Context: an optimization exercise on an open-source flow, tuned for small area and a short achievable clock period. The choices shown serve that exercise and are no tape-out recipe.
The RTL was checked by simulation tests, not by an equivalence proof against the original design.
Power and IR drop assume default switching activity.

==> flow/design.v (excerpt) <==
module sigmoid(
	input wire clk,
	input wire reset,
	input wire enable,
	input wire [17:0] x1,
	output reg [15:0] fixed_op
	);
Size in the first run: about 480 cells after synthesis, ~14 flip-flops, ~37 I/O pins.
clock: 14.0 ns
lec_check: 0
abc_area: 1
cap_margin: 20
core_margin: 2
core_utilization: 60
cts_buf_list: sky130_fd_sc_hd__clkbuf_4
slew_margin: 60
synth_hierarchical: 1
standard.sh (not shown) runs the stock make flow with config.mk's settings and CLKGATE_MAP_FILE= SYNTH_SCRIPT=/design/flow/synth_recipe.tcl, a recipe that flattens the netlist after the stock synthesis.
==> flow/flow/run.sh <==
#!/bin/bash
set -euo pipefail
bash standard.sh BUFFER_PORTS_ARGS="-buffer_cell sky130_fd_sc_hd__buf_1" SETUP_SLACK_MARGIN=7 TNS_END_PERCENT=0 SETUP_MOVE_SEQUENCE=sizeup,swap finish > standard.log 2>&1
Rerun with:
==> flow/flow/run.sh (replaced) <==
#!/bin/bash
# The standard layout, with two changes:
#  - plain buffers (buf_1) on the ports instead of the default delay-cell buffers;
#  - synthesis runs flow/synth.tcl: synth_recipe.tcl unchanged except that the
#    two-input XOR cells (module sigmoid_xor) are mapped by ABC with an
#    area-only script (flow/xor_area.abc), so they become xor2 cells.
# The make output goes to standard.log; ORFS keeps each step's log under orfs/logs/.
set -euo pipefail
F=$(pwd)/flow
bash standard.sh SYNTH_SCRIPT=$F/synth.tcl MY_XOR_ABC_SCRIPT=$F/xor_area.abc MY_TOP_ABC_SCRIPT=$F/top.abc \
  BUFFER_PORTS_ARGS="-buffer_cell sky130_fd_sc_hd__buf_1" finish > standard.log 2>&1
==> flow/flow/synth.tcl (new file) <==
proc synth {args} { yosys synth -nofsm -noshare {*}$args }
# Map the XOR cells' module with an area-only ABC script; everything else
# with the flow's own ABC script.
proc abc {args} {
  set mod_args $args
  set i [lsearch -exact $mod_args -script]
  lset mod_args [expr {$i + 1}] $::env(MY_XOR_ABC_SCRIPT)
  yosys select sigmoid_xor
  yosys abc {*}$mod_args
  yosys select * sigmoid_xor %d
  set top_args $args
  if {[info exists ::env(MY_TOP_ABC_SCRIPT)]} { lset top_args [expr {$i + 1}] $::env(MY_TOP_ABC_SCRIPT) }
  yosys abc {*}$top_args
  yosys select -clear
}
source $::env(SCRIPTS_DIR)/synth.tcl
# left out here: clear keep_hierarchy, flatten, clean up, hide names made inside functions, write 1_2_yosys.v
==> flow/flow/top.abc (new file) <==
strash
dch
map -B 0.8
topo
stime -c
buffer -c
upsize -c
dnsize -c
==> flow/flow/xor_area.abc (new file) <==
strash
map -a
After rerunning: Via count is lower by about 11%; setup slack gets worse by 0.49 ns; total power decreases by 12%; final area goes down by 8.9%; cell count is lower by 10%; sequential power rose by about 4%; count of clock-buffer cells in the layout does not change; register-to-register slack improves by 0.03 ns; core utilization decreases by 2.8 points.
Rerun with:
--- a/flow/flow/run.sh
+++ b/flow/flow/run.sh
@@ -9,3 +9,3 @@
 F=$(pwd)/flow
-bash standard.sh SYNTH_SCRIPT=$F/synth.tcl MY_XOR_ABC_SCRIPT=$F/xor_area.abc MY_TOP_ABC_SCRIPT=$F/top.abc \
+bash standard.sh SYNTH_SCRIPT=$F/synth.tcl MY_XOR_ABC_SCRIPT=$F/xor_area.abc \
   BUFFER_PORTS_ARGS="-buffer_cell sky130_fd_sc_hd__buf_1" finish > standard.log 2>&1
==> flow/flow/synth.tcl (replaced) <==
proc synth {args} { yosys synth -nofsm -noshare {*}$args }
# synth_recipe.tcl, except that ABC maps the XOR cells (module sigmoid_xor)
# with an area-only script and everything else with the flow's own script.
proc abc {args} {
  set mod_args $args
  set i [lsearch -exact $mod_args -script]
  lset mod_args [expr {$i + 1}] $::env(MY_XOR_ABC_SCRIPT)
  yosys select sigmoid_xor
  yosys abc {*}$mod_args
  yosys select * sigmoid_xor %d
  yosys abc {*}$args
  yosys select -clear
}
source $::env(SCRIPTS_DIR)/synth.tcl
# left out here: clear keep_hierarchy, flatten, clean up, hide names made inside functions, write 1_2_yosys.v
- SLEW_MARGIN: 60 -> 75
removed: flow/flow/top.abc
Global-route usage climbs by 0.71 points.
Fmax climbs by 4.3%.
Combinational power climbs by about 10%.
Cell area stays flat.

---

v33:
sigmoid again, from the RTL that the note above started with.
==> flow/config.mk <==
export PLATFORM = sky130hd
export DESIGN_NAME = sigmoid
export DESIGN_NICKNAME = sigmoid
export VERILOG_FILES = /design/flow/design.v
export SDC_FILE = /design/flow/constraint.sdc
export NUM_CORES = 4
export LEC_CHECK = 0
export ABC_AREA = 1
export CAP_MARGIN = 20
export CORE_MARGIN = 2
export CORE_UTILIZATION = 60
export CTS_BUF_LIST = sky130_fd_sc_hd__clkbuf_4
export SLEW_MARGIN = 60
export SYNTH_HIERARCHICAL = 1
==> flow/constraint.sdc <==
create_clock -name core_clock -period 14.0 [get_ports {clk}]
set_input_delay 2.8000 -clock core_clock [delete_from_list [all_inputs] [get_ports {clk}]]
set_output_delay 2.8000 -clock core_clock [all_outputs]
set_load 0.01 [all_outputs]
==> flow/flow/run.sh <==
#!/bin/bash
# The standard layout, with two changes:
#  - plain buffers (buf_1) on the ports instead of the default delay-cell buffers;
#  - synthesis runs flow/synth.tcl: synth_recipe.tcl unchanged except that the
#    two-input XOR cells (module sigmoid_xor) are mapped by ABC with an
#    area-only script (flow/xor_area.abc), so they become xor2 cells.
# The make output goes to standard.log; ORFS keeps each step's log under orfs/logs/.
set -euo pipefail
F=$(pwd)/flow
bash standard.sh SYNTH_SCRIPT=$F/synth.tcl MY_XOR_ABC_SCRIPT=$F/xor_area.abc MY_TOP_ABC_SCRIPT=$F/top.abc \
  BUFFER_PORTS_ARGS="-buffer_cell sky130_fd_sc_hd__buf_1" finish > standard.log 2>&1
==> flow/flow/synth.tcl <==
proc synth {args} { yosys synth -nofsm -noshare {*}$args }
# Map the XOR cells' module with an area-only ABC script; everything else
# with the flow's own ABC script.
proc abc {args} {
  set mod_args $args
  set i [lsearch -exact $mod_args -script]
  lset mod_args [expr {$i + 1}] $::env(MY_XOR_ABC_SCRIPT)
  yosys select sigmoid_xor
  yosys abc {*}$mod_args
  yosys select * sigmoid_xor %d
  set top_args $args
  if {[info exists ::env(MY_TOP_ABC_SCRIPT)]} { lset top_args [expr {$i + 1}] $::env(MY_TOP_ABC_SCRIPT) }
  yosys abc {*}$top_args
  yosys select -clear
}
source $::env(SCRIPTS_DIR)/synth.tcl
# left out here: clear keep_hierarchy, flatten, clean up, hide names made inside functions, write 1_2_yosys.v
==> flow/flow/top.abc <==
strash
dch
map -B 0.9
topo
stime -c
upsize -c
dnsize -c
==> flow/flow/xor_area.abc <==
strash
map -a
Inputs modified between v33 and v27:
- swapping 60 for 70 in SLEW_MARGIN
==> flow/flow/run.sh <==
#!/bin/bash
# The standard layout, with plain buffers (buf_1) on the ports instead of the
# default delay-cell buffers.  The make output goes to standard.log; ORFS keeps
# each step's log under orfs/logs/.
set -euo pipefail
bash standard.sh BUFFER_PORTS_ARGS="-buffer_cell sky130_fd_sc_hd__buf_1" finish > standard.log 2>&1
removed: flow/flow/synth.tcl
removed: flow/flow/top.abc
removed: flow/flow/xor_area.abc
Findings:
- Combinational power delta (v27 -> v33): insignificant
- v27 does better than v33 on power dissipated in the clock network.
- Compared with v33, v27 is the less power-hungry design.
- For data arrival time at the worst-slack endpoint, v27 and v33 come out practically identical.

separate check: timing with driven ports:
No port has a modelled driver above. Below, the same layouts with a new extraction and two added sets of constraints. Step 1, drivers: a clkbuf_16 drives clk and a buf_2 each remaining input, both assumed. Step 2 adds t to the input delays and takes it off the output delays; t is the mean of the earliest and latest rising clock arrival at the registers after step 1. Input paths then give back, and output paths get back, about the clock's delay inside the block. Three values: no drivers, after step 1, after step 2; two values: the first two.
run | t (ns) | setup WS [ns] | worst setup path after step 2 | worst register clock-pin slew, ns
the first run of note 1 | 0.298 | 7.080 / 7.026 / 6.727 | input to register | 0.08 / 0.08
the second run of note 1 | 0.304 | 6.586 / 6.589 / 6.285 | input to register | 0.09 / 0.09
the third run of note 1 | 0.315 | 6.891 / 6.895 / 6.580 | input to register | 0.09 / 0.09
v33 | 0.298 | 6.906 / 6.906 / 6.608 | input to register | 0.08 / 0.08
v27 | 0.295 | 6.889 / 6.882 / 6.587 | input to register | 0.08 / 0.08
After both steps every run listed still meets setup and hold. For the first run of note 1, which loses most, drivers alone change the setup slack by -0.054 ns; drivers and shift together by -0.353 ns.
